This is an optimization exercise on Yosys and OpenROAD, whose aim is small area, not a production implementation. Function was checked by simulation only, so behaviour that the tests miss may differ from the original. Power and IR drop assume default switching activity.

--- design.v ---
module tlb_16(
    input clk,
    input rst,
    input   [18:0]  s0_vpn2,
    input           s0_odd_page,
    input   [ 7:0]  s0_asid,
    output          s0_found,
    output  [ 3:0]  s0_index,
    output  [19:0]  s0_pfn,
    output  [ 2:0]  s0_c,
    output          s0_d,
    output          s0_v,
    input   [18:0]  s1_vpn2,
    input           s1_odd_page,
    input   [ 7:0]  s1_asid,
    output          s1_found,
    output  [ 3:0]  s1_index,
    output  [19:0]  s1_pfn,
    output  [ 2:0]  s1_c,
    output          s1_d,
    output          s1_v,   
    input           we, 
    input   [ 3:0]  w_index,
    input   [18:0]  w_vpn2,
    input   [ 7:0]  w_asid,
    input           w_g,
    input   [19:0]  w_pfn0,
    input   [ 2:0]  w_c0,
    input           w_d0,
    input           w_v0,
    input   [19:0]  w_pfn1,
    input   [ 2:0]  w_c1,
    input           w_d1,
    input           w_v1,
    input   [ 3:0]  r_index,
    output  [18:0]  r_vpn2,
    output  [ 7:0]  r_asid,
    output          r_g,
    output  [19:0]  r_pfn0,
    output  [ 2:0]  r_c0,
    output          r_d0,
    output          r_v0,  
    output  [19:0]  r_pfn1,
    output  [ 2:0]  r_c1,
    output          r_d1,
    output          r_v1
);
    parameter TLBNUM = 16;
    (* mem2reg *)
    reg [18:0]  tlb_vpn2    [TLBNUM-1:0];
    (* mem2reg *)
    reg [ 7:0]  tlb_asid    [TLBNUM-1:0];
    (* mem2reg *)
    reg         tlb_g       [TLBNUM-1:0];
    (* mem2reg *)
    reg [19:0]  tlb_pfn0    [TLBNUM-1:0];
    (* mem2reg *)
    reg [ 2:0]  tlb_c0      [TLBNUM-1:0];
    (* mem2reg *)
    reg         tlb_d0      [TLBNUM-1:0];
    (* mem2reg *)
    reg         tlb_v0      [TLBNUM-1:0];
    (* mem2reg *)
    reg [19:0]  tlb_pfn1    [TLBNUM-1:0];
    (* mem2reg *)
    reg [ 2:0]  tlb_c1      [TLBNUM-1:0];
    (* mem2reg *)
    reg         tlb_d1      [TLBNUM-1:0];
    (* mem2reg *)
    reg         tlb_v1      [TLBNUM-1:0];
    wire [15:0]     match0 ;
    wire [15:0]     match1 ;
    integer i;
    assign match0[ 0] = (s0_vpn2==tlb_vpn2[ 0]) && ((s0_asid==tlb_asid[ 0]) || tlb_g[ 0]);
    assign match0[ 1] = (s0_vpn2==tlb_vpn2[ 1]) && ((s0_asid==tlb_asid[ 1]) || tlb_g[ 1]);
    assign match0[ 2] = (s0_vpn2==tlb_vpn2[ 2]) && ((s0_asid==tlb_asid[ 2]) || tlb_g[ 2]);
    assign match0[ 3] = (s0_vpn2==tlb_vpn2[ 3]) && ((s0_asid==tlb_asid[ 3]) || tlb_g[ 3]);
    assign match0[ 4] = (s0_vpn2==tlb_vpn2[ 4]) && ((s0_asid==tlb_asid[ 4]) || tlb_g[ 4]);
    assign match0[ 5] = (s0_vpn2==tlb_vpn2[ 5]) && ((s0_asid==tlb_asid[ 5]) || tlb_g[ 5]);
    assign match0[ 6] = (s0_vpn2==tlb_vpn2[ 6]) && ((s0_asid==tlb_asid[ 6]) || tlb_g[ 6]);
    assign match0[ 7] = (s0_vpn2==tlb_vpn2[ 7]) && ((s0_asid==tlb_asid[ 7]) || tlb_g[ 7]);
    assign match0[ 8] = (s0_vpn2==tlb_vpn2[ 8]) && ((s0_asid==tlb_asid[ 8]) || tlb_g[ 8]);
    assign match0[ 9] = (s0_vpn2==tlb_vpn2[ 9]) && ((s0_asid==tlb_asid[ 9]) || tlb_g[ 9]);
    assign match0[10] = (s0_vpn2==tlb_vpn2[10]) && ((s0_asid==tlb_asid[10]) || tlb_g[10]);
    assign match0[11] = (s0_vpn2==tlb_vpn2[11]) && ((s0_asid==tlb_asid[11]) || tlb_g[11]);
    assign match0[12] = (s0_vpn2==tlb_vpn2[12]) && ((s0_asid==tlb_asid[12]) || tlb_g[12]);
    assign match0[13] = (s0_vpn2==tlb_vpn2[13]) && ((s0_asid==tlb_asid[13]) || tlb_g[13]);
    assign match0[14] = (s0_vpn2==tlb_vpn2[14]) && ((s0_asid==tlb_asid[14]) || tlb_g[14]);
    assign match0[15] = (s0_vpn2==tlb_vpn2[15]) && ((s0_asid==tlb_asid[15]) || tlb_g[15]);
    assign match1[ 0] = (s1_vpn2==tlb_vpn2[ 0]) && ((s1_asid==tlb_asid[ 0]) || tlb_g[ 0]);
    assign match1[ 1] = (s1_vpn2==tlb_vpn2[ 1]) && ((s1_asid==tlb_asid[ 1]) || tlb_g[ 1]);
    assign match1[ 2] = (s1_vpn2==tlb_vpn2[ 2]) && ((s1_asid==tlb_asid[ 2]) || tlb_g[ 2]);
    assign match1[ 3] = (s1_vpn2==tlb_vpn2[ 3]) && ((s1_asid==tlb_asid[ 3]) || tlb_g[ 3]);
    assign match1[ 4] = (s1_vpn2==tlb_vpn2[ 4]) && ((s1_asid==tlb_asid[ 4]) || tlb_g[ 4]);
    assign match1[ 5] = (s1_vpn2==tlb_vpn2[ 5]) && ((s1_asid==tlb_asid[ 5]) || tlb_g[ 5]);
    assign match1[ 6] = (s1_vpn2==tlb_vpn2[ 6]) && ((s1_asid==tlb_asid[ 6]) || tlb_g[ 6]);
    assign match1[ 7] = (s1_vpn2==tlb_vpn2[ 7]) && ((s1_asid==tlb_asid[ 7]) || tlb_g[ 7]);
    assign match1[ 8] = (s1_vpn2==tlb_vpn2[ 8]) && ((s1_asid==tlb_asid[ 8]) || tlb_g[ 8]);
    assign match1[ 9] = (s1_vpn2==tlb_vpn2[ 9]) && ((s1_asid==tlb_asid[ 9]) || tlb_g[ 9]);
    assign match1[10] = (s1_vpn2==tlb_vpn2[10]) && ((s1_asid==tlb_asid[10]) || tlb_g[10]);
    assign match1[11] = (s1_vpn2==tlb_vpn2[11]) && ((s1_asid==tlb_asid[11]) || tlb_g[11]);
    assign match1[12] = (s1_vpn2==tlb_vpn2[12]) && ((s1_asid==tlb_asid[12]) || tlb_g[12]);
    assign match1[13] = (s1_vpn2==tlb_vpn2[13]) && ((s1_asid==tlb_asid[13]) || tlb_g[13]);
    assign match1[14] = (s1_vpn2==tlb_vpn2[14]) && ((s1_asid==tlb_asid[14]) || tlb_g[14]);
    assign match1[15] = (s1_vpn2==tlb_vpn2[15]) && ((s1_asid==tlb_asid[15]) || tlb_g[15]);
    assign s0_found =   (match0[15:0] != 16'b0);
    assign s1_found =   (match1[15:0] != 16'b0);
    assign s0_index = 
            ({4{match0[ 0]}} & 4'd0 ) | ({4{match0[ 1]}} & 4'd1 ) | ({4{match0[ 2]}} & 4'd2 ) |
            ({4{match0[ 3]}} & 4'd3 ) | ({4{match0[ 4]}} & 4'd4 ) | ({4{match0[ 5]}} & 4'd5 ) |
            ({4{match0[ 6]}} & 4'd6 ) | ({4{match0[ 7]}} & 4'd7 ) | ({4{match0[ 8]}} & 4'd8 ) |
            ({4{match0[ 9]}} & 4'd9 ) | ({4{match0[10]}} & 4'd10) | ({4{match0[11]}} & 4'd11) |
            ({4{match0[12]}} & 4'd12) | ({4{match0[13]}} & 4'd13) | ({4{match0[14]}} & 4'd14) |
            ({4{match0[15]}} & 4'd15);
    assign s1_index = 
            ({4{match1[ 0]}} & 4'd0 ) | ({4{match1[ 1]}} & 4'd1 ) | ({4{match1[ 2]}} & 4'd2 ) |
            ({4{match1[ 3]}} & 4'd3 ) | ({4{match1[ 4]}} & 4'd4 ) | ({4{match1[ 5]}} & 4'd5 ) |
            ({4{match1[ 6]}} & 4'd6 ) | ({4{match1[ 7]}} & 4'd7 ) | ({4{match1[ 8]}} & 4'd8 ) |
            ({4{match1[ 9]}} & 4'd9 ) | ({4{match1[10]}} & 4'd10) | ({4{match1[11]}} & 4'd11) |
            ({4{match1[12]}} & 4'd12) | ({4{match1[13]}} & 4'd13) | ({4{match1[14]}} & 4'd14) |
            ({4{match1[15]}} & 4'd15);
    assign s0_pfn = 
        !s0_odd_page ? 
        (
            ({20{match0[ 0]}} & tlb_pfn0[ 0] ) | ({20{match0[ 1]}} & tlb_pfn0[ 1] ) | ({20{match0[ 2]}} & tlb_pfn0[ 2] ) |
            ({20{match0[ 3]}} & tlb_pfn0[ 3] ) | ({20{match0[ 4]}} & tlb_pfn0[ 4] ) | ({20{match0[ 5]}} & tlb_pfn0[ 5] ) |
            ({20{match0[ 6]}} & tlb_pfn0[ 6] ) | ({20{match0[ 7]}} & tlb_pfn0[ 7] ) | ({20{match0[ 8]}} & tlb_pfn0[ 8] ) |
            ({20{match0[ 9]}} & tlb_pfn0[ 9] ) | ({20{match0[10]}} & tlb_pfn0[10] ) | ({20{match0[11]}} & tlb_pfn0[11] ) |
            ({20{match0[12]}} & tlb_pfn0[12] ) | ({20{match0[13]}} & tlb_pfn0[13] ) | ({20{match0[14]}} & tlb_pfn0[14] ) |
            ({20{match0[15]}} & tlb_pfn0[15])
        ) :
        (
            ({20{match0[ 0]}} & tlb_pfn1[ 0] ) | ({20{match0[ 1]}} & tlb_pfn1[ 1] ) | ({20{match0[ 2]}} & tlb_pfn1[ 2] ) |
            ({20{match0[ 3]}} & tlb_pfn1[ 3] ) | ({20{match0[ 4]}} & tlb_pfn1[ 4] ) | ({20{match0[ 5]}} & tlb_pfn1[ 5] ) |
            ({20{match0[ 6]}} & tlb_pfn1[ 6] ) | ({20{match0[ 7]}} & tlb_pfn1[ 7] ) | ({20{match0[ 8]}} & tlb_pfn1[ 8] ) |
            ({20{match0[ 9]}} & tlb_pfn1[ 9] ) | ({20{match0[10]}} & tlb_pfn1[10] ) | ({20{match0[11]}} & tlb_pfn1[11] ) |
            ({20{match0[12]}} & tlb_pfn1[12] ) | ({20{match0[13]}} & tlb_pfn1[13] ) | ({20{match0[14]}} & tlb_pfn1[14] ) |
            ({20{match0[15]}} & tlb_pfn1[15])
        );
    assign s1_pfn = 
        !s1_odd_page ? 
        (
            ({20{match1[ 0]}} & tlb_pfn0[ 0] ) | ({20{match1[ 1]}} & tlb_pfn0[ 1] ) | ({20{match1[ 2]}} & tlb_pfn0[ 2] ) |
            ({20{match1[ 3]}} & tlb_pfn0[ 3] ) | ({20{match1[ 4]}} & tlb_pfn0[ 4] ) | ({20{match1[ 5]}} & tlb_pfn0[ 5] ) |
            ({20{match1[ 6]}} & tlb_pfn0[ 6] ) | ({20{match1[ 7]}} & tlb_pfn0[ 7] ) | ({20{match1[ 8]}} & tlb_pfn0[ 8] ) |
            ({20{match1[ 9]}} & tlb_pfn0[ 9] ) | ({20{match1[10]}} & tlb_pfn0[10] ) | ({20{match1[11]}} & tlb_pfn0[11] ) |
            ({20{match1[12]}} & tlb_pfn0[12] ) | ({20{match1[13]}} & tlb_pfn0[13] ) | ({20{match1[14]}} & tlb_pfn0[14] ) |
            ({20{match1[15]}} & tlb_pfn0[15])
        ) :
        (
            ({20{match1[ 0]}} & tlb_pfn1[ 0] ) | ({20{match1[ 1]}} & tlb_pfn1[ 1] ) | ({20{match1[ 2]}} & tlb_pfn1[ 2] ) |
            ({20{match1[ 3]}} & tlb_pfn1[ 3] ) | ({20{match1[ 4]}} & tlb_pfn1[ 4] ) | ({20{match1[ 5]}} & tlb_pfn1[ 5] ) |
            ({20{match1[ 6]}} & tlb_pfn1[ 6] ) | ({20{match1[ 7]}} & tlb_pfn1[ 7] ) | ({20{match1[ 8]}} & tlb_pfn1[ 8] ) |
            ({20{match1[ 9]}} & tlb_pfn1[ 9] ) | ({20{match1[10]}} & tlb_pfn1[10] ) | ({20{match1[11]}} & tlb_pfn1[11] ) |
            ({20{match1[12]}} & tlb_pfn1[12] ) | ({20{match1[13]}} & tlb_pfn1[13] ) | ({20{match1[14]}} & tlb_pfn1[14] ) |
            ({20{match1[15]}} & tlb_pfn1[15])
        );
    assign s0_c = 
        !s0_odd_page ? 
        (
            ({3{match0[ 0]}} & tlb_c0[ 0] ) | ({3{match0[ 1]}} & tlb_c0[ 1] ) | ({3{match0[ 2]}} & tlb_c0[ 2] ) |
            ({3{match0[ 3]}} & tlb_c0[ 3] ) | ({3{match0[ 4]}} & tlb_c0[ 4] ) | ({3{match0[ 5]}} & tlb_c0[ 5] ) |
            ({3{match0[ 6]}} & tlb_c0[ 6] ) | ({3{match0[ 7]}} & tlb_c0[ 7] ) | ({3{match0[ 8]}} & tlb_c0[ 8] ) |
            ({3{match0[ 9]}} & tlb_c0[ 9] ) | ({3{match0[10]}} & tlb_c0[10] ) | ({3{match0[11]}} & tlb_c0[11] ) |
            ({3{match0[12]}} & tlb_c0[12] ) | ({3{match0[13]}} & tlb_c0[13] ) | ({3{match0[14]}} & tlb_c0[14] ) |
            ({3{match0[15]}} & tlb_c0[15])
        ) :
        (
            ({3{match0[ 0]}} & tlb_c1[ 0] ) | ({3{match0[ 1]}} & tlb_c1[ 1] ) | ({3{match0[ 2]}} & tlb_c1[ 2] ) |
            ({3{match0[ 3]}} & tlb_c1[ 3] ) | ({3{match0[ 4]}} & tlb_c1[ 4] ) | ({3{match0[ 5]}} & tlb_c1[ 5] ) |
            ({3{match0[ 6]}} & tlb_c1[ 6] ) | ({3{match0[ 7]}} & tlb_c1[ 7] ) | ({3{match0[ 8]}} & tlb_c1[ 8] ) |
            ({3{match0[ 9]}} & tlb_c1[ 9] ) | ({3{match0[10]}} & tlb_c1[10] ) | ({3{match0[11]}} & tlb_c1[11] ) |
            ({3{match0[12]}} & tlb_c1[12] ) | ({3{match0[13]}} & tlb_c1[13] ) | ({3{match0[14]}} & tlb_c1[14] ) |
            ({3{match0[15]}} & tlb_c1[15])
        );
    assign s1_c = 
        !s1_odd_page ? 
        (
            ({3{match1[ 0]}} & tlb_c0[ 0] ) | ({3{match1[ 1]}} & tlb_c0[ 1] ) | ({3{match1[ 2]}} & tlb_c0[ 2] ) |
            ({3{match1[ 3]}} & tlb_c0[ 3] ) | ({3{match1[ 4]}} & tlb_c0[ 4] ) | ({3{match1[ 5]}} & tlb_c0[ 5] ) |
            ({3{match1[ 6]}} & tlb_c0[ 6] ) | ({3{match1[ 7]}} & tlb_c0[ 7] ) | ({3{match1[ 8]}} & tlb_c0[ 8] ) |
            ({3{match1[ 9]}} & tlb_c0[ 9] ) | ({3{match1[10]}} & tlb_c0[10] ) | ({3{match1[11]}} & tlb_c0[11] ) |
            ({3{match1[12]}} & tlb_c0[12] ) | ({3{match1[13]}} & tlb_c0[13] ) | ({3{match1[14]}} & tlb_c0[14] ) |
            ({3{match1[15]}} & tlb_c0[15])
        ) :
        (
            ({3{match1[ 0]}} & tlb_c1[ 0] ) | ({3{match1[ 1]}} & tlb_c1[ 1] ) | ({3{match1[ 2]}} & tlb_c1[ 2] ) |
            ({3{match1[ 3]}} & tlb_c1[ 3] ) | ({3{match1[ 4]}} & tlb_c1[ 4] ) | ({3{match1[ 5]}} & tlb_c1[ 5] ) |
            ({3{match1[ 6]}} & tlb_c1[ 6] ) | ({3{match1[ 7]}} & tlb_c1[ 7] ) | ({3{match1[ 8]}} & tlb_c1[ 8] ) |
            ({3{match1[ 9]}} & tlb_c1[ 9] ) | ({3{match1[10]}} & tlb_c1[10] ) | ({3{match1[11]}} & tlb_c1[11] ) |
            ({3{match1[12]}} & tlb_c1[12] ) | ({3{match1[13]}} & tlb_c1[13] ) | ({3{match1[14]}} & tlb_c1[14] ) |
            ({3{match1[15]}} & tlb_c1[15])
        );
    assign s0_d = 
        !s0_odd_page ? 
        (
            ({match0[ 0]} & tlb_d0[ 0] ) | ({match0[ 1]} & tlb_d0[ 1] ) | ({match0[ 2]} & tlb_d0[ 2] ) |
            ({match0[ 3]} & tlb_d0[ 3] ) | ({match0[ 4]} & tlb_d0[ 4] ) | ({match0[ 5]} & tlb_d0[ 5] ) |
            ({match0[ 6]} & tlb_d0[ 6] ) | ({match0[ 7]} & tlb_d0[ 7] ) | ({match0[ 8]} & tlb_d0[ 8] ) |
            ({match0[ 9]} & tlb_d0[ 9] ) | ({match0[10]} & tlb_d0[10] ) | ({match0[11]} & tlb_d0[11] ) |
            ({match0[12]} & tlb_d0[12] ) | ({match0[13]} & tlb_d0[13] ) | ({match0[14]} & tlb_d0[14] ) |
            ({match0[15]} & tlb_d0[15])
        ) :
        (
            ({match0[ 0]} & tlb_d1[ 0] ) | ({match0[ 1]} & tlb_d1[ 1] ) | ({match0[ 2]} & tlb_d1[ 2] ) |
            ({match0[ 3]} & tlb_d1[ 3] ) | ({match0[ 4]} & tlb_d1[ 4] ) | ({match0[ 5]} & tlb_d1[ 5] ) |
            ({match0[ 6]} & tlb_d1[ 6] ) | ({match0[ 7]} & tlb_d1[ 7] ) | ({match0[ 8]} & tlb_d1[ 8] ) |
            ({match0[ 9]} & tlb_d1[ 9] ) | ({match0[10]} & tlb_d1[10] ) | ({match0[11]} & tlb_d1[11] ) |
            ({match0[12]} & tlb_d1[12] ) | ({match0[13]} & tlb_d1[13] ) | ({match0[14]} & tlb_d1[14] ) |
            ({match0[15]} & tlb_d1[15])
        );
    assign s1_d = 
        !s1_odd_page ? 
        (
            ({match1[ 0]} & tlb_d0[ 0] ) | ({match1[ 1]} & tlb_d0[ 1] ) | ({match1[ 2]} & tlb_d0[ 2] ) |
            ({match1[ 3]} & tlb_d0[ 3] ) | ({match1[ 4]} & tlb_d0[ 4] ) | ({match1[ 5]} & tlb_d0[ 5] ) |
            ({match1[ 6]} & tlb_d0[ 6] ) | ({match1[ 7]} & tlb_d0[ 7] ) | ({match1[ 8]} & tlb_d0[ 8] ) |
            ({match1[ 9]} & tlb_d0[ 9] ) | ({match1[10]} & tlb_d0[10] ) | ({match1[11]} & tlb_d0[11] ) |
            ({match1[12]} & tlb_d0[12] ) | ({match1[13]} & tlb_d0[13] ) | ({match1[14]} & tlb_d0[14] ) |
            ({match1[15]} & tlb_d0[15])
        ) :
        (
            ({match1[ 0]} & tlb_d1[ 0] ) | ({match1[ 1]} & tlb_d1[ 1] ) | ({match1[ 2]} & tlb_d1[ 2] ) |
            ({match1[ 3]} & tlb_d1[ 3] ) | ({match1[ 4]} & tlb_d1[ 4] ) | ({match1[ 5]} & tlb_d1[ 5] ) |
            ({match1[ 6]} & tlb_d1[ 6] ) | ({match1[ 7]} & tlb_d1[ 7] ) | ({match1[ 8]} & tlb_d1[ 8] ) |
            ({match1[ 9]} & tlb_d1[ 9] ) | ({match1[10]} & tlb_d1[10] ) | ({match1[11]} & tlb_d1[11] ) |
            ({match1[12]} & tlb_d1[12] ) | ({match1[13]} & tlb_d1[13] ) | ({match1[14]} & tlb_d1[14] ) |
            ({match1[15]} & tlb_d1[15])
        );
    assign s0_v = 
        !s0_odd_page ?
        (
            ({match0[ 0]} & tlb_v0[ 0] ) | ({match0[ 1]} & tlb_v0[ 1] ) | ({match0[ 2]} & tlb_v0[ 2] ) |
            ({match0[ 3]} & tlb_v0[ 3] ) | ({match0[ 4]} & tlb_v0[ 4] ) | ({match0[ 5]} & tlb_v0[ 5] ) |
            ({match0[ 6]} & tlb_v0[ 6] ) | ({match0[ 7]} & tlb_v0[ 7] ) | ({match0[ 8]} & tlb_v0[ 8] ) |
            ({match0[ 9]} & tlb_v0[ 9] ) | ({match0[10]} & tlb_v0[10] ) | ({match0[11]} & tlb_v0[11] ) |
            ({match0[12]} & tlb_v0[12] ) | ({match0[13]} & tlb_v0[13] ) | ({match0[14]} & tlb_v0[14] ) |
            ({match0[15]} & tlb_v0[15])
        ) :
        (
            ({match0[ 0]} & tlb_v1[ 0] ) | ({match0[ 1]} & tlb_v1[ 1] ) | ({match0[ 2]} & tlb_v1[ 2] ) |
            ({match0[ 3]} & tlb_v1[ 3] ) | ({match0[ 4]} & tlb_v1[ 4] ) | ({match0[ 5]} & tlb_v1[ 5] ) |
            ({match0[ 6]} & tlb_v1[ 6] ) | ({match0[ 7]} & tlb_v1[ 7] ) | ({match0[ 8]} & tlb_v1[ 8] ) |
            ({match0[ 9]} & tlb_v1[ 9] ) | ({match0[10]} & tlb_v1[10] ) | ({match0[11]} & tlb_v1[11] ) |
            ({match0[12]} & tlb_v1[12] ) | ({match0[13]} & tlb_v1[13] ) | ({match0[14]} & tlb_v1[14] ) |
            ({match0[15]} & tlb_v1[15])
        );
    assign s1_v = 
        !s1_odd_page ?
        (
            ({match1[ 0]} & tlb_v0[ 0] ) | ({match1[ 1]} & tlb_v0[ 1] ) | ({match1[ 2]} & tlb_v0[ 2] ) |
            ({match1[ 3]} & tlb_v0[ 3] ) | ({match1[ 4]} & tlb_v0[ 4] ) | ({match1[ 5]} & tlb_v0[ 5] ) |
            ({match1[ 6]} & tlb_v0[ 6] ) | ({match1[ 7]} & tlb_v0[ 7] ) | ({match1[ 8]} & tlb_v0[ 8] ) |
            ({match1[ 9]} & tlb_v0[ 9] ) | ({match1[10]} & tlb_v0[10] ) | ({match1[11]} & tlb_v0[11] ) |
            ({match1[12]} & tlb_v0[12] ) | ({match1[13]} & tlb_v0[13] ) | ({match1[14]} & tlb_v0[14] ) |
            ({match1[15]} & tlb_v0[15])
        ) :
        (
            ({match1[ 0]} & tlb_v1[ 0] ) | ({match1[ 1]} & tlb_v1[ 1] ) | ({match1[ 2]} & tlb_v1[ 2] ) |
            ({match1[ 3]} & tlb_v1[ 3] ) | ({match1[ 4]} & tlb_v1[ 4] ) | ({match1[ 5]} & tlb_v1[ 5] ) |
            ({match1[ 6]} & tlb_v1[ 6] ) | ({match1[ 7]} & tlb_v1[ 7] ) | ({match1[ 8]} & tlb_v1[ 8] ) |
            ({match1[ 9]} & tlb_v1[ 9] ) | ({match1[10]} & tlb_v1[10] ) | ({match1[11]} & tlb_v1[11] ) |
            ({match1[12]} & tlb_v1[12] ) | ({match1[13]} & tlb_v1[13] ) | ({match1[14]} & tlb_v1[14] ) |
            ({match1[15]} & tlb_v1[15])
        );
    always @(posedge clk) begin
        if(!rst)
            for(i=0;i<TLBNUM;i=i+1) begin
            tlb_vpn2[i] = 19'd0;
            tlb_asid[i] = 8'd0;
            tlb_g[i]    = 1'b0;
            tlb_pfn0[i] = 20'd0;
            tlb_c0[i]   = 3'd0;
            tlb_d0[i]   = 1'b0;
            tlb_v0[i]   = 1'b0;
            tlb_pfn1[i] = 20'd0;
            tlb_c1[i]   = 3'd0;
            tlb_d1[i]   = 1'b0;
            tlb_v1[i]   = 1'b0;
            end
        else if ( we )
        begin
            tlb_vpn2[w_index] = w_vpn2;
            tlb_asid[w_index] = w_asid;
            tlb_g[w_index]    = w_g;
            tlb_pfn0[w_index] = w_pfn0;
            tlb_c0[w_index]   = w_c0;
            tlb_d0[w_index]   = w_d0;
            tlb_v0[w_index]   = w_v0;
            tlb_pfn1[w_index] = w_pfn1;
            tlb_c1[w_index]   = w_c1;
            tlb_d1[w_index]   = w_d1;
            tlb_v1[w_index]   = w_v1;
        end
    end
    assign r_vpn2 = tlb_vpn2[r_index];
    assign r_asid = tlb_asid[r_index];
    assign r_g    = tlb_g[r_index];
    assign r_pfn0 = tlb_pfn0[r_index];
    assign r_c0   = tlb_c0[r_index];
    assign r_d0   = tlb_d0[r_index];
    assign r_v0   = tlb_v0[r_index];
    assign r_pfn1 = tlb_pfn1[r_index];
    assign r_c1   = tlb_c1[r_index];
    assign r_d1   = tlb_d1[r_index];
    assign r_v1   = tlb_v1[r_index];
endmodule    
module dm_tlb(
    input clk,
    input rst,
    input   [18:0]  s0_vpn2,
    input           s0_odd_page,
    input   [ 7:0]  s0_asid,
    output          s0_found,
    output  [1:0]   s0_index,
    output  [19:0]  s0_pfn,
    output  [ 2:0]  s0_c,
    output          s0_d,
    output          s0_v,
    input   [18:0]  s1_vpn2,
    input           s1_odd_page,
    input   [ 7:0]  s1_asid,
    output          s1_found,
    output  [ 1:0]  s1_index,
    output  [19:0]  s1_pfn,
    output  [ 2:0]  s1_c,
    output          s1_d,
    output          s1_v,
    input           we, 
    input   [ 1:0]  w_index,
    input   [18:0]  w_vpn2,
    input   [ 7:0]  w_asid,
    input           w_g,
    input   [19:0]  w_pfn0,
    input   [ 2:0]  w_c0,
    input           w_d0,
    input           w_v0,
    input   [19:0]  w_pfn1,
    input   [ 2:0]  w_c1,
    input           w_d1,
    input           w_v1,
    input   [ 1:0]  r_index,
    output  [18:0]  r_vpn2,
    output  [ 7:0]  r_asid,
    output          r_g,
    output  [19:0]  r_pfn0,
    output  [ 2:0]  r_c0,
    output          r_d0,
    output          r_v0,
    output  [19:0]  r_pfn1,
    output  [ 2:0]  r_c1,
    output          r_d1,
    output          r_v1
);
    parameter TLBNUM = 4;
    reg [18:0]  tlb_vpn2    [TLBNUM-1:0];
    reg [ 7:0]  tlb_asid    [TLBNUM-1:0];
    reg         tlb_g       [TLBNUM-1:0];
    reg [19:0]  tlb_pfn0    [TLBNUM-1:0];
    reg [ 2:0]  tlb_c0      [TLBNUM-1:0];
    reg         tlb_d0      [TLBNUM-1:0];
    reg         tlb_v0      [TLBNUM-1:0];
    reg [19:0]  tlb_pfn1    [TLBNUM-1:0];
    reg [ 2:0]  tlb_c1      [TLBNUM-1:0];
    reg         tlb_d1      [TLBNUM-1:0];
    reg         tlb_v1      [TLBNUM-1:0];
    assign s0_found = (s0_vpn2==tlb_vpn2[s0_vpn2[1:0]]) && ( (s0_asid==tlb_asid[s0_vpn2[1:0]]) || tlb_g[s0_vpn2[1:0]] );
    assign s0_index = s0_vpn2[1:0];
    assign s0_pfn   = !s0_odd_page ? tlb_pfn0[s0_vpn2[1:0]] : tlb_pfn1[s0_vpn2[1:0]];
    assign s0_c     = !s0_odd_page ? tlb_c0[s0_vpn2[1:0]] : tlb_c1[s0_vpn2[1:0]];
    assign s0_d     = !s0_odd_page ? tlb_d0[s0_vpn2[1:0]] : tlb_d1[s0_vpn2[1:0]];
    assign s0_v     = !s0_odd_page ? tlb_v0[s0_vpn2[1:0]] : tlb_v1[s0_vpn2[1:0]];
    assign s1_found = (s1_vpn2==tlb_vpn2[s1_vpn2[1:0]]) && ( (s1_asid==tlb_asid[s1_vpn2[1:0]]) || tlb_g[s1_vpn2[1:0]]);
    assign s1_index =  s1_vpn2[1:0];
    assign s1_pfn   = !s1_odd_page ? tlb_pfn0[s1_vpn2[1:0]] : tlb_pfn1[s1_vpn2[1:0]];
    assign s1_c     = !s1_odd_page ?   tlb_c0[s1_vpn2[1:0]] :   tlb_c1[s1_vpn2[1:0]];
    assign s1_d     = !s1_odd_page ?   tlb_d0[s1_vpn2[1:0]] :   tlb_d1[s1_vpn2[1:0]];
    assign s1_v     = !s1_odd_page ?   tlb_v0[s1_vpn2[1:0]] :   tlb_v1[s1_vpn2[1:0]];
    integer i;
    always @(posedge clk) begin
        if(!rst)
            for(i=0;i<TLBNUM;i=i+1) begin
            tlb_vpn2[i] = 19'd0;
            tlb_asid[i] = 8'd0;
            tlb_g[i]    = 1'b0;
            tlb_pfn0[i] = 20'd0;
            tlb_c0[i]   = 3'd0;
            tlb_d0[i]   = 1'b0;
            tlb_v0[i]   = 1'b0;
            tlb_pfn1[i] = 20'd0;
            tlb_c1[i]   = 3'd0;
            tlb_d1[i]   = 1'b0;
            tlb_v1[i]   = 1'b0;
            end
        else if ( we )
        begin
            tlb_vpn2[w_vpn2[1:0]] = w_vpn2;
            tlb_asid[w_vpn2[1:0]] = w_asid;
            tlb_g[w_vpn2[1:0]]    = w_g;
            tlb_pfn0[w_vpn2[1:0]] = w_pfn0;
            tlb_c0[w_vpn2[1:0]]   = w_c0;
            tlb_d0[w_vpn2[1:0]]   = w_d0;
            tlb_v0[w_vpn2[1:0]]   = w_v0;
            tlb_pfn1[w_vpn2[1:0]] = w_pfn1;
            tlb_c1[w_vpn2[1:0]]   = w_c1;
            tlb_d1[w_vpn2[1:0]]   = w_d1;
            tlb_v1[w_vpn2[1:0]]   = w_v1;
        end
    end
    assign r_vpn2 = tlb_vpn2[r_index];
    assign r_asid = tlb_asid[r_index];
    assign r_g    = tlb_g[r_index];
    assign r_pfn0 = tlb_pfn0[r_index];
    assign r_c0   = tlb_c0[r_index];
    assign r_d0   = tlb_d0[r_index];
    assign r_v0   = tlb_v0[r_index];
    assign r_pfn1 = tlb_pfn1[r_index];
    assign r_c1   = tlb_c1[r_index];
    assign r_d1   = tlb_d1[r_index];
    assign r_v1   = tlb_v1[r_index];
endmodule
module tlb_4(
    input clk,
    input rst,
    input   [18:0]  s0_vpn2,
    input           s0_odd_page,
    input   [ 7:0]  s0_asid,
    output          s0_found,
    output  [ 1:0]  s0_index,
    output  [19:0]  s0_pfn,
    output  [ 2:0]  s0_c,
    output          s0_d,
    output          s0_v,
    input   [18:0]  s1_vpn2,
    input           s1_odd_page,
    input   [ 7:0]  s1_asid,
    output          s1_found,
    output  [ 1:0]  s1_index,
    output  [19:0]  s1_pfn,
    output  [ 2:0]  s1_c,
    output          s1_d,
    output          s1_v,   
    input           we, 
    input   [ 1:0]  w_index,
    input   [18:0]  w_vpn2,
    input   [ 7:0]  w_asid,
    input           w_g,
    input   [19:0]  w_pfn0,
    input   [ 2:0]  w_c0,
    input           w_d0,
    input           w_v0,
    input   [19:0]  w_pfn1,
    input   [ 2:0]  w_c1,
    input           w_d1,
    input           w_v1,
    input   [ 1:0]  r_index,
    output  [18:0]  r_vpn2,
    output  [ 7:0]  r_asid,
    output          r_g,
    output  [19:0]  r_pfn0,
    output  [ 2:0]  r_c0,
    output          r_d0,
    output          r_v0,  
    output  [19:0]  r_pfn1,
    output  [ 2:0]  r_c1,
    output          r_d1,
    output          r_v1,
    input [3:0]     match1,
    output[3:0]     EX_match1
);
    parameter TLBNUM = 4;
    reg [18:0]  tlb_vpn2    [TLBNUM-1:0];
    reg [ 7:0]  tlb_asid    [TLBNUM-1:0];
    reg         tlb_g       [TLBNUM-1:0];
    reg [19:0]  tlb_pfn0    [TLBNUM-1:0];
    reg [ 2:0]  tlb_c0      [TLBNUM-1:0];
    reg         tlb_d0      [TLBNUM-1:0];
    reg         tlb_v0      [TLBNUM-1:0];
    reg [19:0]  tlb_pfn1    [TLBNUM-1:0];
    reg [ 2:0]  tlb_c1      [TLBNUM-1:0];
    reg         tlb_d1      [TLBNUM-1:0];
    reg         tlb_v1      [TLBNUM-1:0];
    wire [TLBNUM-1:0]     match0 ;
    integer i;
    assign match0[ 0] = (s0_vpn2==tlb_vpn2[ 0]) && ((s0_asid==tlb_asid[ 0]) || tlb_g[ 0]);
    assign match0[ 1] = (s0_vpn2==tlb_vpn2[ 1]) && ((s0_asid==tlb_asid[ 1]) || tlb_g[ 1]);
    assign match0[ 2] = (s0_vpn2==tlb_vpn2[ 2]) && ((s0_asid==tlb_asid[ 2]) || tlb_g[ 2]);
    assign match0[ 3] = (s0_vpn2==tlb_vpn2[ 3]) && ((s0_asid==tlb_asid[ 3]) || tlb_g[ 3]);
    assign EX_match1[ 0] = (s1_vpn2==tlb_vpn2[ 0]) && ((s1_asid==tlb_asid[ 0]) || tlb_g[ 0]);
    assign EX_match1[ 1] = (s1_vpn2==tlb_vpn2[ 1]) && ((s1_asid==tlb_asid[ 1]) || tlb_g[ 1]);
    assign EX_match1[ 2] = (s1_vpn2==tlb_vpn2[ 2]) && ((s1_asid==tlb_asid[ 2]) || tlb_g[ 2]);
    assign EX_match1[ 3] = (s1_vpn2==tlb_vpn2[ 3]) && ((s1_asid==tlb_asid[ 3]) || tlb_g[ 3]);
    assign s0_found =   (match0[3:0] != 16'b0);
    assign s1_found =   (match1[3:0] != 16'b0);
    assign s0_index = 
            ({2{match0[ 0]}} & 2'd0 ) | ({2{match0[ 1]}} & 2'd1 ) | ({2{match0[ 2]}} & 2'd2 ) |
            ({2{match0[ 3]}} & 2'd3 ) ;
    assign s1_index = 
            ({2{match1[ 0]}} & 2'd0 ) | ({2{match1[ 1]}} & 2'd1 ) | ({2{match1[ 2]}} & 2'd2 ) |
            ({2{match1[ 3]}} & 2'd3 ) ;
    assign s0_pfn = 
        !s0_odd_page ? 
        (
            ({20{match0[ 0]}} & tlb_pfn0[ 0] ) | ({20{match0[ 1]}} & tlb_pfn0[ 1] ) | ({20{match0[ 2]}} & tlb_pfn0[ 2] ) |
            ({20{match0[ 3]}} & tlb_pfn0[ 3] )
        ) :
        (
            ({20{match0[ 0]}} & tlb_pfn1[ 0] ) | ({20{match0[ 1]}} & tlb_pfn1[ 1] ) | ({20{match0[ 2]}} & tlb_pfn1[ 2] ) |
            ({20{match0[ 3]}} & tlb_pfn1[ 3] )
        );
    assign s1_pfn = 
        !s1_odd_page ? 
        (
            ({20{match1[ 0]}} & tlb_pfn0[ 0] ) | ({20{match1[ 1]}} & tlb_pfn0[ 1] ) | ({20{match1[ 2]}} & tlb_pfn0[ 2] ) |
            ({20{match1[ 3]}} & tlb_pfn0[ 3] )
        ) :
        (
            ({20{match1[ 0]}} & tlb_pfn1[ 0] ) | ({20{match1[ 1]}} & tlb_pfn1[ 1] ) | ({20{match1[ 2]}} & tlb_pfn1[ 2] ) |
            ({20{match1[ 3]}} & tlb_pfn1[ 3] )
        );
    assign s0_c = 
        !s0_odd_page ? 
        (
            ({3{match0[ 0]}} & tlb_c0[ 0] ) | ({3{match0[ 1]}} & tlb_c0[ 1] ) | ({3{match0[ 2]}} & tlb_c0[ 2] ) |
            ({3{match0[ 3]}} & tlb_c0[ 3] )
        ) :
        (
            ({3{match0[ 0]}} & tlb_c1[ 0] ) | ({3{match0[ 1]}} & tlb_c1[ 1] ) | ({3{match0[ 2]}} & tlb_c1[ 2] ) |
            ({3{match0[ 3]}} & tlb_c1[ 3] )
        );
    assign s1_c = 
        !s1_odd_page ? 
        (
            ({3{match1[ 0]}} & tlb_c0[ 0] ) | ({3{match1[ 1]}} & tlb_c0[ 1] ) | ({3{match1[ 2]}} & tlb_c0[ 2] ) |
            ({3{match1[ 3]}} & tlb_c0[ 3] )
        ) :
        (
            ({3{match1[ 0]}} & tlb_c1[ 0] ) | ({3{match1[ 1]}} & tlb_c1[ 1] ) | ({3{match1[ 2]}} & tlb_c1[ 2] ) |
            ({3{match1[ 3]}} & tlb_c1[ 3] )
        );
    assign s0_d = 
        !s0_odd_page ? 
        (
            ({match0[ 0]} & tlb_d0[ 0] ) | ({match0[ 1]} & tlb_d0[ 1] ) | ({match0[ 2]} & tlb_d0[ 2] ) |
            ({match0[ 3]} & tlb_d0[ 3] )
        ) :
        (
            ({match0[ 0]} & tlb_d1[ 0] ) | ({match0[ 1]} & tlb_d1[ 1] ) | ({match0[ 2]} & tlb_d1[ 2] ) |
            ({match0[ 3]} & tlb_d1[ 3] )
        );
    assign s1_d = 
        !s1_odd_page ? 
        (
            ({match1[ 0]} & tlb_d0[ 0] ) | ({match1[ 1]} & tlb_d0[ 1] ) | ({match1[ 2]} & tlb_d0[ 2] ) |
            ({match1[ 3]} & tlb_d0[ 3] )
        ) :
        (
            ({match1[ 0]} & tlb_d1[ 0] ) | ({match1[ 1]} & tlb_d1[ 1] ) | ({match1[ 2]} & tlb_d1[ 2] ) |
            ({match1[ 3]} & tlb_d1[ 3] ) 
        );
    assign s0_v = 
        !s0_odd_page ?
        (
            ({match0[ 0]} & tlb_v0[ 0] ) | ({match0[ 1]} & tlb_v0[ 1] ) | ({match0[ 2]} & tlb_v0[ 2] ) |
            ({match0[ 3]} & tlb_v0[ 3] ) 
        ) :
        (
            ({match0[ 0]} & tlb_v1[ 0] ) | ({match0[ 1]} & tlb_v1[ 1] ) | ({match0[ 2]} & tlb_v1[ 2] ) |
            ({match0[ 3]} & tlb_v1[ 3] )
        );
    assign s1_v = 
        !s1_odd_page ?
        (
            ({match1[ 0]} & tlb_v0[ 0] ) | ({match1[ 1]} & tlb_v0[ 1] ) | ({match1[ 2]} & tlb_v0[ 2] ) |
            ({match1[ 3]} & tlb_v0[ 3] )
        ) :
        (
            ({match1[ 0]} & tlb_v1[ 0] ) | ({match1[ 1]} & tlb_v1[ 1] ) | ({match1[ 2]} & tlb_v1[ 2] ) |
            ({match1[ 3]} & tlb_v1[ 3] ) 
        );
    always @(posedge clk) begin
        if(!rst)
            for(i=0;i<TLBNUM;i=i+1) begin
            tlb_vpn2[i] = 19'd0;
            tlb_asid[i] = 8'd0;
            tlb_g[i]    = 1'b0;
            tlb_pfn0[i] = 20'd0;
            tlb_c0[i]   = 3'd0;
            tlb_d0[i]   = 1'b0;
            tlb_v0[i]   = 1'b0;
            tlb_pfn1[i] = 20'd0;
            tlb_c1[i]   = 3'd0;
            tlb_d1[i]   = 1'b0;
            tlb_v1[i]   = 1'b0;
            end
        else if ( we )
        begin
            tlb_vpn2[w_index] = w_vpn2;
            tlb_asid[w_index] = w_asid;
            tlb_g[w_index]    = w_g;
            tlb_pfn0[w_index] = w_pfn0;
            tlb_c0[w_index]   = w_c0;
            tlb_d0[w_index]   = w_d0;
            tlb_v0[w_index]   = w_v0;
            tlb_pfn1[w_index] = w_pfn1;
            tlb_c1[w_index]   = w_c1;
            tlb_d1[w_index]   = w_d1;
            tlb_v1[w_index]   = w_v1;
        end
    end
    assign r_vpn2 = tlb_vpn2[r_index];
    assign r_asid = tlb_asid[r_index];
    assign r_g    = tlb_g[r_index];
    assign r_pfn0 = tlb_pfn0[r_index];
    assign r_c0   = tlb_c0[r_index];
    assign r_d0   = tlb_d0[r_index];
    assign r_v0   = tlb_v0[r_index];
    assign r_pfn1 = tlb_pfn1[r_index];
    assign r_c1   = tlb_c1[r_index];
    assign r_d1   = tlb_d1[r_index];
    assign r_v1   = tlb_v1[r_index];
endmodule   
--- run.sh ---
#!/bin/bash
# synth_recipe.tcl (not shown) runs the flow's synth.tcl, then flattens the netlist and writes it again
# the make line also repeats each setting of config.mk as NAME=value (left out here)
make -C /OpenROAD-flow-scripts/flow DESIGN_CONFIG=/design/flow/config.mk WORK_HOME=/design/flow/orfs CLKGATE_MAP_FILE= SYNTH_SCRIPT=/design/flow/synth_recipe.tcl finish
--- config.mk ---
export PLATFORM = sky130hd
export DESIGN_NAME = tlb_16
export DESIGN_NICKNAME = tlb_16
export VERILOG_FILES = /design/flow/design.v
export SDC_FILE = /design/flow/constraint.sdc
export NUM_CORES = 4
export LEC_CHECK = 0
export CAP_MARGIN = 20
export CORE_MARGIN = 2
export CORE_UTILIZATION = 30
export SLEW_MARGIN = 30
--- constraint.sdc ---
create_clock -name core_clock -period 10.0 [get_ports {clk}]
set_input_delay 2.0000 -clock core_clock [delete_from_list [all_inputs] [get_ports {clk}]]
set_output_delay 2.0000 -clock core_clock [all_outputs]
set_load 0.01 [all_outputs]
==> metrics.md <==
| Metric | Value |
|---|---|
| Crit-path max FO | 17 |
| Die width | 505 um |
| Fraction of registers with async set/reset | 0 |
| Clock net sink count | 1,248 |
| Number of max-cap violations | 0 |
| Leak | 28.2 nW |
| Grt ovf | 0 |
| # DRC | 0 |
| Slew @ Worst Pin | 1270 ps |
| GPL Wtd Cong | 1.13 |
| Vias in the first global route | 80,800 |
| Fmax | 0.102 GHz |
| Critical Path AT | 7810 ps |
| Switching Share | 0.296 |
| Largest cells by area after synthesis | dfxtp_1 (33%), nand2_1 (13%), a21boi_0 (12%) |
| # port buffers | 282 |
| Syn_area_per_cell | 7.76 sq um |
| RSZ-0062 raised after global routing | no |
| Netlist cell types | 61 |
| GRT Overall Usage | 0.458 |
| Share of the synthesized area in the top cell type | 0.331 |
| Hpwl dp | 414,000 um |
| Area leader, netlist | dfxtp_1 |
| CTS Buf Count | 154 |
| Rel. slew slack | 0.128 |
| Fin. Hold Viols | 0 |
| Die Y | 505 um |
| Post-Syn Area | 75,400 sq um |
| EDFF count, synth | 0 |
| Layout area overhead | 18.0% |
| DRT Wirelength | 616,000 um |
| Largest net degree at the start of global routing | 247 |
| Remaining antenna violation count | 0 |
| Period utilisation layout | 0.981 |
| Total number of vias | 91,400 |
| Total net switching power | 3.75 mW |
| IO Count | 283 |
| Die area | 255,000 sq um |
| Required @ worst endpoint | 8000 ps |
| Syn Nets | 9,865 |
| Internal power | 8.92 mW |
| Hold buffers post-CTS | 0 |
| First-pass GRT wire length | 796,000 um |
| Critical path type | in -> out |
| Top FF cell, synth | dfxtp_1 |
| CTS tree | built |
| Via-to-Cell Ratio | 6.93 |
| Final Skew | 0 ps |
| Slew Viols, Final | 0 |
| Post-synthesis register bit count | 1,248 |
| Clock Power Share | 0.473 |
| Worst setup SP type | input port |
| Root Buffer | clkbuf_16 |
| Final setup TNS | 0 ps |
| CP endpoint kind | output pin |
| Clock slew at reported path FFs | 60 ps |
| DR WL/cell | 46.7 um |
| Post-CTS sizing | 0 |
| Setup Viol. Count Final | 0 |
| Minimum clock period | 9810 ps |
| Power per cell area | 142 nW/um^2 |
| Most frequent cell after synthesis | nand2_1 |
| DRT iter0 DRCs | 19,800 |
| Peak VDD IR | 201 uV |
| Initial antenna violation count | 55 |
| Core area | 251,000 sq um |
| Commonest cells in the netlist | nand2_1 (2,536), dfxtp_1 (1,248), a21boi_0 (1,247) |
| Num rows | 184 |
| Status | complete, no violations |
| Synth Warn # | 1 |
| Mapped Cells | 9,720 |
| Post-CTS setup buffers | 0 |
| Post-synthesis sequential area ratio | 0.331 |
| Initial Utilization | 0.301 |
| Worst-skew pair later-pin latency | 840 ps |
| Clk buf depth | 3 |
| Tightest Hold Check Type | reg -> reg |
| H-tree Lvls | 4 |
| Layout cell share with drive strength beyond 1 | 0.0979 |
| Nets@finish | 9,808 |
| Total iterations of the first detailed-routing run | 11 |
| Comb pwr share | 0.118 |
| Sequential power share | 0.409 |
| Hold slack | 459 ps |
==> cell families (layout without fill, tap and decap cells) <==
group / after synthesis / after routing / share of synthesized area
flops: 1248 / 1248 / 0.331
xor+xnor: 864 / 864 / 0.100
compound gates: 2722 / 2722 / 0.281
mux: 2 / 2 / 0.000265
buf+inv: 1252 / 1316 / 0.0714
other cells: 0 / 52 / 0
simple gates: 3632 / 3632 / 0.216
==> final timing paths <==
path | from | endpoint | cells after the start | slack (ps)
min reg2reg | tlb_pfn1[0][18] | tlb_pfn1[0][18] | 2 | 460
min | tlb_pfn1[0][18] | tlb_pfn1[0][18] | 2 | 460
max reg2reg | tlb_c1[5][1] | tlb_c1[5][1] | 2 | 8730
max | s1_vpn2[13] | s1_v | 13 | 190
==> power by group through the flow <==
stage / Combinational, mW / Sequential, mW / Clock (mW)
floorplan: 0.692 / 5.20 / 0
global placement: 1.41 / 5.27 / 0
detailed placement: 1.40 / 5.27 / 0
CTS: 1.41 / 5.16 / 5.97
global route: 1.48 / 5.17 / 6.16
finish: 1.50 / 5.18 / 5.99
==> flip-flops by register name, indices dropped and copies added, names as in the netlist, 48 cells and up <==
| register | count |
|---|---|
| tlb_pfn0 | 320 |
| tlb_pfn1 | 320 |
| tlb_vpn2 | 304 |
| tlb_asid | 128 |
| tlb_c0 | 48 |
| tlb_c1 | 48 |
==> metal layers <==
metal | up-vias | wire length (um) | track usage
met5 | - | 1030 | 0.0175
met4 | 50 | 46700 | 0.277
met3 | 2510 | 95900 | 0.209
met2 | 9497 | 233000 | 0.607
met1 | 44900 | 240000 | 0.595
li1 | 34500 | - | -
==> worst max-delay path, cell delays in order <==
cell and delay (ps):
clkdlybuf4s50_1 1090, buf_4 500, xnor2_1 170, nand4_1 540
nor4_4 580, buf_4 300, nand3_1 100, buf_4 340
o2111a_1 350, and4_1 210, a22oi_1 810, buf_4 240
clkdlybuf4s50_1 530
==> cells in the final DEF, fill, tap and decap left out, types with 21 or more instances in the layout <==
| cell | count |
|---|---|
| nand2_1 | 2523 |
| a21boi_0 | 1247 |
| dfxtp_1 | 1247 |
| nand4_1 | 599 |
| a22oi_1 | 587 |
| xnor2_1 | 526 |
| buf_4 | 445 |
| xor2_1 | 338 |
| clkdlybuf4s50_1 | 261 |
| inv_1 | 222 |
| a22o_1 | 215 |
| clkbuf_16 | 156 |
| a21oi_1 | 138 |
| nor4_1 | 101 |
| nand3_1 | 92 |
| nor2_1 | 91 |
| buf_12 | 76 |
| o2111ai_1 | 70 |
| a221oi_1 | 60 |
| diode_2 | 52 |
| o221ai_1 | 48 |
| o22a_1 | 46 |
| o2111a_1 | 46 |
| a222oi_1 | 36 |
| and4_1 | 35 |
| nor3_2 | 34 |
| a2111oi_0 | 33 |
| clkbuf_8 | 33 |
| a41o_1 | 30 |
| a32oi_1 | 30 |
| clkbuf_1 | 30 |
| a32o_1 | 28 |
| o22ai_1 | 26 |
| nor2_4 | 21 |
| nor4_4 | 21 |
==> cell type report <==
cell class	count	area (sq um)
clock buffer	219	4470
multi-input combinational	7220	45900
clock inverter	58	716
tap	3348	4190
antenna	52	130
fill	25900	162000
inverter	223	837
timing repair buffer	816	7830
sequential	1248	25000
==> per-stage QoR <==
step	std cells	area, sq um	power [mW]	setup slack, ps	util
floorplan	9720	75400	5.89	3920	-
finish	13200	89000	12.7	187	0.355
global placement	12800	83400	6.68	213	0.333
global route	13100	88900	12.8	501	0.355
CTS	13100	88800	12.5	278	0.354
detailed placement	12900	83700	6.67	301	0.334

-- re-timing with driven ports --
Ports are ideal in the flow. The routed layout listed here was re-timed in OpenROAD.
Step 1, drivers: a clkbuf_16 drives clk and a buf_2 each remaining input, both assumed.
Step 2 times the ports against the registers' clock, not the clock port: input delays grow and output delays shrink by t, the midpoint of the rising clock arrivals with the driver on.
Slacks: ideal / step 1 / step 2; pairs: ideal / step 1.
t (ns): 0.976
setup WS [ns]: 0.187 / 0.165 / 0.165
latest minus earliest clock arrival (ns): 0.051 / 0.052
pins driven straight from the clock port: 1
After both steps setup and hold are still met in this run. The setup slack of this run moves by -0.022 ns with the drivers and by -0.022 ns with both steps.
